What follows belongs to an exercise in optimizing a design on an open flow for small area, a short achievable clock period and few clock cycles; a production flow would make more cautious choices.
The RTL was checked by simulation tests, not by an equivalence proof against the original design.
Power is estimated from default activity; no workload was simulated.

--- flow/constraint.sdc ---
create_clock -name core_clock -period 8.5 [get_ports {clk}]
set_input_delay 1.7000 -clock core_clock [delete_from_list [all_inputs] [get_ports {clk}]]
set_output_delay 1.7000 -clock core_clock [all_outputs]
set_load 0.01 [all_outputs]
--- flow/run.sh ---
#!/bin/bash
# synth_recipe.tcl (not shown) runs the flow's synth.tcl, then flattens the netlist and writes it again
# the make line also repeats each setting of config.mk as NAME=value (left out here)
make -C /OpenROAD-flow-scripts/flow DESIGN_CONFIG=/design/flow/config.mk WORK_HOME=/design/flow/orfs CLKGATE_MAP_FILE= SYNTH_SCRIPT=/design/flow/synth_recipe.tcl finish
--- flow/design.v ---
module  CONV(
	input			clk,
	input			rst_n,
	input 			mode,
	input       	in_valid,
	output  		out_valid,
	output 	[13:0] 	AWADDR,
	output	[7:0] 	AWLEN,
	output 			AWVALID,
	input 			AWREADY,
	output 	[31:0] 	WDATA,
	output 			WVALID,
	input 			WREADY,
	output 	[13:0] 	ARADDR,
	output 	[7:0] 	ARLEN,
	output 			ARVALID,
	input 			ARREADY,
	input	[31:0] 	RDATA,
	input 			RVALID,
	output 			RREADY
);
localparam 	[31:0]	bias = 32'h00001310;
integer i;
reg	[31:0]	mem_r [260:0], mem_w [260:0];
reg	[31:0]	buff_r [15:0], buff_w [15:0];
reg	[31:0]	pool_r	[31:0], pool_w [31:0];
reg	[12:0]	mem_cnt_r, mem_cnt_w;
reg	[12:0]	buff_push_cnt_r, buff_push_cnt_w;
reg	[12:0]	buff_pop_cnt_r, buff_pop_cnt_w;
reg	[4:0]	buff_pnt_r, buff_pnt_w;
reg	[10:0]	pool_shift_cnt_r, pool_shift_cnt_w;
reg	[10:0]	pool_cyc_cnt_r, pool_cyc_cnt_w;
reg	[3:0]	ar_addr_r, ar_addr_w;
reg	[4:0]	aw_addr0_r, aw_addr0_w;
reg	[4:0]	aw_addr1_r, aw_addr1_w;
reg	ar_valid_r, ar_valid_w;
reg	aw_valid_r, aw_valid_w;
reg	w_switch_w, w_switch_r;
reg	aw_switch_w, aw_switch_r;
reg	mode_w, mode_r;
reg	[31:0]	prods_w	[8:0], prods_r	[8:0];
reg	[12:0]	prods_cnt_w, prods_cnt_r;
reg	prods_valid_r, prods_valid_w;
wire	prods_left_in;
wire	prods_right_in;
wire	r_success;
wire	w_success;
wire	mem_shift;
wire	[31:0]	mem_out;
wire	[31:0]	buff_in;
wire	[31:0]	buff_out;
wire	buff_push;
wire	buff_pop;
wire	buff_full;
wire	buff_empty;
wire	buff_error;
wire	[31:0]	pool_in;
wire	[31:0]	pool_out;
wire	pool_cyc;
wire	pool_shift;
wire	is_at_buff;
wire	prods_calc;
wire	prods_valid;
wire	prods_devalid;
assign	ARLEN = 8'b11111111;
assign	ARADDR = {2'b0, ar_addr_r, 8'b0};
assign	ARVALID = ar_valid_r;
assign	AWLEN = (aw_switch_r == 1'b0) ? 7'b1111111 : 5'b11111;
assign	AWADDR = (aw_switch_r == 1'b0) ? {2'b01, aw_addr0_r, 7'b0} : {4'b1000, aw_addr1_r, 5'b0};
assign	AWVALID = aw_valid_r;
assign	RREADY = !buff_full; 
assign	WDATA = (w_switch_r == 1'b0) ? buff_out : pool_out;
assign	WVALID = w_switch_r ? 1'b1 : !buff_empty;
assign	r_success = RVALID & RREADY;
assign	w_success = WVALID & WREADY;
assign	out_valid = pool_shift_cnt_r[10];
assign	is_at_buff = mode_r ? (mem_cnt_r >= 131) : (mem_cnt_r >= 66);
assign	mem_shift = prods_valid && !buff_full;
assign	mem_out = (mem_r[0][31]) ? 32'b0 : mem_r[0];
assign	buff_in = mem_out;
assign	buff_out = (buff_empty) ? 32'b0 : buff_r[buff_pnt_r];
assign	buff_push = mem_shift && is_at_buff;
assign	buff_pop = w_success && !w_switch_r;
assign	buff_full = (buff_pnt_r == 5'b00000);
assign	buff_empty = (buff_pnt_r == 5'b10000);
assign	buff_error = (buff_empty && buff_pop) || (buff_full && !buff_pop && buff_push);
assign	pool_in = buff_out;
assign	pool_out = pool_r[0];
assign	pool_cyc = is_at_buff && (w_switch_r ? 1'b0 : buff_pop);
assign	pool_shift = w_success && w_switch_r;
assign	prods_left_in = mode_r ? ((prods_cnt_r[5:0] != 6'b0) && (prods_cnt_r[5:0] != 6'h01)) : (prods_cnt_r[5:0] != 6'b0);
assign	prods_right_in = mode_r ? ((prods_cnt_r[5:0] != 6'h3f) && (prods_cnt_r[5:0] != 6'h3e)) : (prods_cnt_r[5:0] != 6'h3f);
assign	prods_calc = r_success || (prods_cnt_r[12] && !buff_pop_cnt_r[12] && !buff_full);
assign	prods_valid = prods_valid_r;
assign	prods_devalid = mem_shift;
always@(*) begin
	if(w_switch_r == 1'b0 && buff_pop_cnt_r[6:0] == 7'h7f && w_success) w_switch_w = 1'b1;
	else if(w_switch_r == 1'b1 && pool_shift_cnt_r[4:0] == 5'h1f && w_success) w_switch_w = 1'b0;
	else w_switch_w = w_switch_r;
end
always@(*) begin
	if(ARVALID && ARREADY && (ar_addr_r == 4'b1111)) ar_valid_w = 1'b0;
	else ar_valid_w = ar_valid_r;
end
always@(*) begin
	if(ARVALID && ARREADY) ar_addr_w = ar_addr_r + 1;
	else ar_addr_w = ar_addr_r;
end
always@(*) begin
	if(AWVALID && AWREADY && aw_switch_r == 1'b1 && (aw_addr1_r == 5'h1f)) aw_valid_w = 1'b0;
	else aw_valid_w = aw_valid_r;
end
always@(*) begin
	if(AWVALID && AWREADY) aw_switch_w = !aw_switch_r;
	else aw_switch_w = aw_switch_r;
end
always@(*) begin
	if(AWREADY && AWVALID && aw_switch_r == 1'b0) aw_addr0_w = aw_addr0_r+1;
	else aw_addr0_w = aw_addr0_r;
end
always@(*) begin
	if(AWREADY && AWVALID && aw_switch_r == 1'b1) aw_addr1_w = aw_addr1_r+1;
	else aw_addr1_w = aw_addr1_r;
end
always@(*) begin
	if(in_valid) mode_w = mode;
	else mode_w = mode_r;
end
always@(*) begin
	if(prods_calc) begin
		prods_w[8] = (prods_right_in && !prods_cnt_r[12]) ? RDATA[23:16] * {20'hfffff, 20'hABC2E} : 32'b0;
		prods_w[7] = (!prods_cnt_r[12]) ? RDATA[23:16] * {20'hfffff, 20'hB52E2} : 32'b0;
		prods_w[6] = (prods_left_in && !prods_cnt_r[12]) ? RDATA[23:16] * {20'hfffff, 20'hAF5C4} : 32'b0;
		prods_w[5] = (prods_right_in && !prods_cnt_r[12]) ? RDATA[23:16] * {20'hfffff, 20'hE5518} : 32'b0;
		prods_w[4] = (!prods_cnt_r[12]) ? RDATA[23:16] * {20'h00000, 20'h71650} : 32'b0;
		prods_w[3] = (prods_left_in && !prods_cnt_r[12]) ? RDATA[23:16] * {20'hfffff, 20'hA938B} : 32'b0;
		prods_w[2] = (prods_right_in && !prods_cnt_r[12]) ? RDATA[23:16] * {20'h00000, 20'h5251F} : 32'b0;
		prods_w[1] = (!prods_cnt_r[12]) ? RDATA[23:16] * {20'h00000, 20'h7DFC0} : 32'b0;
		prods_w[0] = (prods_left_in && !prods_cnt_r[12]) ? RDATA[23:16] * {20'hfffff, 20'hEB885} : 32'b0;
	end else begin
		for(i=0;i<9;i=i+1) prods_w[i] = prods_r[i];
	end
end
always@(*) begin
	if(prods_calc) prods_cnt_w = prods_cnt_r + 1;
	else prods_cnt_w = prods_cnt_r;
end
always@(*) begin
	if((prods_calc && prods_valid && !prods_devalid) || !prods_calc && !prods_valid && prods_devalid) prods_valid_w = prods_valid_r;
	else prods_valid_w = prods_valid_r + prods_calc + prods_devalid;
end
always@(*) begin
	if(mem_shift) begin
		if(mode_r == 1'b0) begin
			mem_w[0] = mem_r[1] + bias + prods_r[0];
			mem_w[1] = mem_r[2] + prods_r[1];
			mem_w[2] = mem_r[3] + prods_r[2];
			for(i=3;i<64;i=i+1) mem_w[i] = mem_r[i+1];
			mem_w[64] = mem_r[65] + prods_r[3];
			mem_w[65] = mem_r[66] + prods_r[4];
			mem_w[66] = mem_r[67] + prods_r[5];
			for(i=67;i<128;i=i+1) mem_w[i] = mem_r[i+1];
			mem_w[128] = mem_r[129] + prods_r[6];
			mem_w[129] = mem_r[130] + prods_r[7];
			mem_w[130] = prods_r[8];
			for(i=131;i<261;i=i+1) mem_w[i] = mem_r[i];
		end else begin
			mem_w[0] = mem_r[1] + bias + prods_r[0];
			mem_w[1] = mem_r[2];
			mem_w[2] = mem_r[3] +prods_r[1];
			mem_w[3] = mem_r[4];
			mem_w[4] = mem_r[5] + prods_r[2];
			for(i=5;i<128;i=i+1) mem_w[i] = mem_r[i+1];
			mem_w[128] = mem_r[129] + prods_r[3];
			mem_w[129] = mem_r[130];
			mem_w[130] = mem_r[131] + prods_r[4];
			mem_w[131] = mem_r[132];
			mem_w[132] = mem_r[133] + prods_r[5];
			for(i=133;i<256;i=i+1) mem_w[i] = mem_r[i+1];
			mem_w[256] = mem_r[257] + prods_r[6];
			mem_w[257] = mem_r[258];
			mem_w[258] = mem_r[259] + prods_r[7];
			mem_w[259] = mem_r[260];
			mem_w[260] = prods_r[8];
		end
	end else begin
		for(i=0;i<261;i=i+1) mem_w[i] = mem_r[i];
	end
end
always@(*) begin
	if(mem_shift) mem_cnt_w = mem_cnt_r+1;
	else mem_cnt_w = mem_cnt_r;
end
always@(*) begin
	if(buff_push) buff_push_cnt_w = buff_push_cnt_r+1;
	else buff_push_cnt_w = buff_push_cnt_r;
end
always@(*) begin
	if(buff_pop) buff_pop_cnt_w = buff_pop_cnt_r+1;
	else buff_pop_cnt_w = buff_pop_cnt_r;
end
always@(*) begin
	if((buff_empty && buff_pop) || (buff_full && !buff_pop && buff_push)) begin
		buff_pnt_w = buff_pnt_r;
	end else begin
		buff_pnt_w = buff_pnt_r - buff_push + buff_pop;
	end
end
always@(*) begin
	if(buff_push) begin
		buff_w[15] = buff_in;
		for(i=0;i<15;i=i+1) buff_w[i] = buff_r[i+1];
	end else begin
		for(i=0;i<16;i=i+1) buff_w[i] = buff_r[i];
	end
end
always@(*) begin
	if(pool_shift) pool_shift_cnt_w = pool_shift_cnt_r+1;
	else pool_shift_cnt_w = pool_shift_cnt_r;
end
always@(*) begin
	if(pool_cyc) pool_cyc_cnt_w = pool_cyc_cnt_r+1;
	else pool_cyc_cnt_w = pool_cyc_cnt_r;
end
always@(*) begin
	if(pool_shift) begin
		for(i=0;i<31;i=i+1) pool_w[i] = pool_r[i+1];
		pool_w[31] = 32'b0;	
	end else begin
		if(pool_cyc) begin
			if(!pool_cyc_cnt_r[0]) begin
				pool_w[31] = (pool_r[0] > pool_in) ? pool_r[0] : pool_in;
				for(i=0;i<31;i=i+1) pool_w[i] = pool_r[i+1];
			end else begin
				pool_w[31] = (pool_r[31] > pool_in) ? pool_r[31] : pool_in;
				for(i=0;i<31;i=i+1) pool_w[i] = pool_r[i];
			end
		end else begin
			for(i=0;i<32;i=i+1) pool_w[i] = pool_r[i];
		end
	end
end
always@(posedge clk or negedge rst_n) begin
	if(~rst_n) begin
		ar_addr_r <= 4'b0;
		ar_valid_r <= 1'b1;
		for(i=0;i<261;i=i+1)
			mem_r[i] <= 32'b0;
		for(i=0;i<16;i=i+1)
			buff_r[i] <= 32'b0;
		for(i=0;i<32;i=i+1)
			pool_r[i] <= 32'b0;
		for(i=0;i<9;i=i+1)
			prods_r[i] <= 32'b0;
		prods_cnt_r <= 13'b0;
		prods_valid_r <= 1'b0;
		mem_cnt_r <= 13'b0;
		buff_push_cnt_r <= 5'b0;
		buff_pop_cnt_r <= 5'b0;
		buff_pnt_r <= 5'b10000;
		pool_shift_cnt_r <= 5'b0;
		pool_cyc_cnt_r <= 5'b0;
		aw_addr0_r <= 5'b0;
		aw_addr1_r <= 5'b0;
		aw_valid_r <= 1'b1;
		w_switch_r <= 1'b0;
		mode_r <= 1'b0;
		aw_switch_r <= 1'b0;
	end else begin
		ar_addr_r <= ar_addr_w;
		ar_valid_r <= ar_valid_w;
		for(i=0;i<261;i=i+1)
			mem_r[i] <= mem_w[i];
		for(i=0;i<16;i=i+1)
			buff_r[i] <= buff_w[i];
		for(i=0;i<32;i=i+1)
			pool_r[i] <= pool_w[i];
		for(i=0;i<9;i=i+1)
			prods_r[i] <= prods_w[i];
		prods_cnt_r <= prods_cnt_w;
		prods_valid_r <= prods_valid_w;
		mem_cnt_r <= mem_cnt_w;
		buff_push_cnt_r <= buff_push_cnt_w;
		buff_pop_cnt_r <= buff_pop_cnt_w;
		buff_pnt_r <= buff_pnt_w;
		pool_shift_cnt_r <= pool_shift_cnt_w;
		pool_cyc_cnt_r <= pool_cyc_cnt_w;
		aw_addr0_r <= aw_addr0_w;
		aw_addr1_r <= aw_addr1_w;
		aw_valid_r <= aw_valid_w;
		w_switch_r <= w_switch_w;
		mode_r <= mode_w;
		aw_switch_r <= aw_switch_w;
	end
end
endmodule
--- flow/config.mk ---
export PLATFORM = sky130hd
export DESIGN_NAME = CONV
export DESIGN_NICKNAME = CONV
export VERILOG_FILES = /design/flow/design.v
export SDC_FILE = /design/flow/constraint.sdc
export NUM_CORES = 8
export LEC_CHECK = 0
export CAP_MARGIN = 20
export CORE_MARGIN = 2
export CORE_UTILIZATION = 40
export SLEW_MARGIN = 20
==> results.rst <==
.. list-table::
   :header-rows: 1

   * - Metric
     - Value
   * - Outcome
     - finished clean
   * - Core box area
     - 1030000 um^2
   * - # DRC
     - 0
   * - Final TNS setup
     - 0 ns
   * - Number of global-route vias before repair
     - about 290k
   * - Final weighted congestion in routability-driven placement
     - about 0.88
   * - Root Buffer Master
     - clkbuf_16
   * - Starting Density
     - 0.402
   * - First-pass detailed-route iteration total
     - 6
   * - Per-cell routed wire length
     - about 17 um
   * - Post-synthesis async set-or-reset flop share
     - 1.00
   * - Part of the cycle the worst path needs
     - 0.819
   * - Detailed router's first-iteration violation count
     - 21.8k
   * - Final period demand of the worst path
     - around 7 ns
   * - Area of the die
     - between 1000000 and 1500000 um^2
   * - Pins Over Slew Limit
     - 0
   * - Number of antenna violations at the first check in global routing
     - 42
   * - Final worst-path setup slack
     - roughly 1.5 ns
   * - Number of enable flip-flop cells after synthesis
     - 0
   * - Growth of design area from synthesis to finish
     - 12.5%
   * - Worst-case clock buffer depth
     - 5
   * - Detailed-placement wirelength estimate
     - 620000 um
   * - Mapped Area
     - 415000 um^2
   * - Most common cell after layout, fill and taps aside
     - nand2_1
   * - Final antenna-violating net count
     - 0
   * - I/O pin count
     - 121
   * - Number of max-capacitance violations reported
     - 0
   * - #FFs+latches synth
     - 10.1k
   * - Total number of vias
     - ~280k
   * - Worst endpoint required time
     - a little under 7 ns
   * - Post-route total power
     - roughly 140000 uW
   * - Mapped Cells
     - 44.1k
   * - Total global-route track usage
     - 0.186
   * - Worst Clk Skew
     - 0.0692 ns
   * - Final setup vio count
     - 0
   * - Worst-Skew Late Latency
     - 1.21 ns
   * - Worst Path Max Fanout
     - 19
   * - Count of filler cells inserted in the layout
     - around 100k
   * - Die Wd
     - about 1000 um
   * - Post-CTS setup buffer count
     - 0
   * - Leakage Power
     - approximately 0.26 uW
   * - Average instance area after synthesis
     - approximately 9.4 um^2
   * - CTS Hold Bufs
     - 0
   * - Worst-case setup slack after placement
     - 0.289 ns
   * - Post-cts resize count
     - 0
   * - Vias per cell
     - between 4 and 5
   * - Tightest Hold Check Type
     - in2async
   * - Total of warnings raised by yosys
     - 9
   * - Final Hold Slack
     - ~0.43 ns
   * - Sequential area share after synthesis
     - 0.607
   * - Slew at the pin closest to its max-slew limit
     - roughly 1.2 ns
   * - Worst Path Arrival
     - approximately 5.3 ns
   * - Slack of the worst reg-to-reg path
     - between 2 and 2.5 ns
   * - Peak clock frequency supported by timing
     - between 100 and 150 MHz
   * - Pin count of the biggest net entering global routing
     - 264
   * - Worst setup path class
     - reg2out
   * - Most instantiated flip-flop cell in the synthesis netlist
     - dfrtp_1
   * - Worst setup SP type
     - register
   * - Fraction of final layout cells with drive strength greater than 1
     - 0.0876
   * - Unique masters post-synth
     - 101
   * - Area of the multi-input gates
     - 151000 um^2
   * - Storage element area
     - 252000 um^2
   * - Setup repair after global routing missed its margin
     - false
   * - Fin. Hold Viols
     - 0
   * - Clock tree from TritonCTS
     - yes
   * - Site Rows
     - ~370
   * - Worst slew margin relative to its limit
     - 0.216
   * - PortBufs
     - 67
   * - Clock sink total
     - around 10k
   * - First-pass GRT wire length
     - between 1500000 and 2000000 um
   * - Clock slew at the register clock pins of the worst setup and hold paths
     - approximately 0.06 ns
   * - H-tree depth
     - 7
   * - Routed wire length
     - a little under 1000000 um
   * - Type of destination of the critical path
     - output port
   * - Overall overflow remaining after global route
     - 0
   * - Number of nets in the finished design
     - 44.7k
   * - Vertical extent of the die
     - a little over 1000 um
   * - Commonest non-fill, non-tap cells in the layout
     - nand2_1 (24.3k), dfrtp_1 (10.1k), mux2_2 (1437), clkbuf_16 (1106), ha_1 (804)
   * - Peak supply drop
     - 0.239 mV
   * - Ratio of total power to cell area
     - approximately 300 nW/um^2
   * - Num CTS Buffers
     - approximately 1.1k
[worst max-delay path: stages (launching register included)]
cell and delay, ns:
dfrtp_1 0.42, inv_1 0.09, ha_1 0.25, nor3_1 0.36, and2_2 0.65, buf_4 0.39, a21oi_1 0.07, nand4_1 0.10
o221ai_1 0.42, o21ai_0 0.67, clkdlybuf4s50_1 0.65
[Yosys cell counts (all sizes together), types with 14 or more instances]
master / instances / share of area
o21ai: 809 / 0.0098
a21boi: 28 / 0.00051
inv: 618 / 0.0056
nand2b: 120 / 0.0018
nand3: 140 / 0.0017
xnor2: 268 / 0.0057
a22o: 57 / 0.0012
buf: 450 / 0.0069
fa: 242 / 0.012
a31o: 14 / 0.00030
a211o: 18 / 0.00038
a22oi: 175 / 0.0032
clkbuf: 1790 / 0.016
and2: 42 / 0.00064
ha: 804 / 0.024
dfrtp: 10100 / 0.61
or2: 21 / 0.00032
and3: 68 / 0.0010
nor2: 407 / 0.0037
o211ai: 31 / 0.00060
o221ai: 35 / 0.00074
o21a: 107 / 0.0019
a21o: 192 / 0.0035
xor2: 262 / 0.0055
a31oi: 67 / 0.0010
o22ai: 17 / 0.00026
nor3: 107 / 0.0013
mux2i: 85 / 0.0021
a221oi: 31 / 0.00070
o31ai: 62 / 0.0012
nand2: 24300 / 0.22
a21oi: 533 / 0.0065
or3: 53 / 0.00080
o21bai: 54 / 0.00098
a211oi: 60 / 0.0011
nand4: 90 / 0.0014
nor2b: 77 / 0.0012
mux2: 1550 / 0.042
o41ai: 17 / 0.00049
[per-stage QoR]
step	instance area, um^2	instances	utilization
after floorplan	415000	44100	-
after global placement	429000	56200	0.416
after global routing	466000	58200	0.452
after detailed placement	429000	56200	0.416
final	466000	58200	0.452
after CTS	466000	58200	0.452
[cell families (layout without fill, tap and decap cells)]
group / count (synthesis) / count (layout) / share of synthesized area
mux: 1635 / 1635 / 0.0442
compound gates: 2420 / 2420 / 0.0370
other cells: 2 / 40 / 0.0000181
xor+xnor: 530 / 530 / 0.0112
simple gates: 25500 / 25500 / 0.236
flops: 10100 / 10100 / 0.607
fa+ha+maj: 1046 / 1046 / 0.0360
buf+inv: 2858 / 3228 / 0.0287
[layer usage]
layer | vias to the layer above | wire (um) | track usage
met5 | - | 67 | 0
li1 | 137000 | - | -
met3 | 1309 | 36600 | 0.0242
met4 | 10 | 25500 | 0.0481
met1 | 140000 | 482000 | 0.278
met2 | 3996 | 436000 | 0.288
[report_power, final]
part | internal [uW] | total (uW) | switching, uW
Sequential | 54100 | 59400 | 5350
Clock | 28700 | 48600 | 19900
Combinational | 11400 | 33400 | 22000
Total | 94200 | 141000 | 47200
[layout make-up]
class | instances | share of cell area
Timing Repair Buffer | 667 | 0.0149
Sequential cell | 10100 | 0.540
Clock inverter | 379 | 0.0108
Clock buffer | 1564 | 0.0688
Tap cell | 13700 | 0.0367
Antenna cell | 11 | 0.0000590
Inverter | 618 | 0.00497
Multi-Input combinational cell | 31200 | 0.324
[flip-flops by register name (all words and copies together), names as in the netlist]
signal,flops
ar_addr_r,4
ar_valid_r,1
aw_addr0_r,5
aw_addr1_r,5
aw_switch_r,1
aw_valid_r,1
buff_pnt_r,5
buff_pop_cnt_r,13
buff_r,496
mem_cnt_r,13
mem_r,8220
mode_r,1
pool_cyc_cnt_r,1
pool_r,1024
pool_shift_cnt_r,11
prods_cnt_r,13
prods_r,245
prods_valid_r,1
w_switch_r,1
[final timing paths]
path	startpoint	end	cells after the start
min in group core_clock	mem_r[260][5]$_DFFE_PN0P_	mem_r[259][5]$_DFFE_PN0P_	2
min reg2reg	mem_r[260][5]$_DFFE_PN0P_	mem_r[259][5]$_DFFE_PN0P_	2
max	buff_pnt_r[3]$_DFFE_PN0N_	WDATA[29]	10
min	rst_n	pool_r[7][15]$_DFFE_PN0P_	1
max in group asynchronous	rst_n	mode_r$_DFFE_PN0P_	4
max reg2reg	buff_pnt_r[3]$_DFFE_PN0N_	pool_r[31][4]$_DFFE_PN0P_	21
Testbench counts, summed over its fixed seeds: cycles 83,576.

[re-timing with driven ports]
In the flow no input, the clock included, has a driving cell. The finished layout below was timed again as built, in two steps. Step 1 assumes that a clkbuf_16 drives the clock port and a buf_2 every other input. Step 2 adds t to the input delays and takes it off the output delays; t is the mean of the earliest and latest rising clock arrival at the registers after step 1. Input paths then give back, and output paths get back, about the clock's delay inside the block. a / b / c = ideal ports / drivers / drivers and shift; a / b = the first two.
t, ns: 1.321
setup WS [ns]: 1.541 / 1.397 / 0.305
worst setup path after step 2: input to register
worst slew at a driven data input, ns: 0.18
cell pins on the clock port's net: 1
After both steps this run still meets setup and hold. For this run, drivers alone change the setup slack by -0.144 ns; drivers and shift together by -1.236 ns.
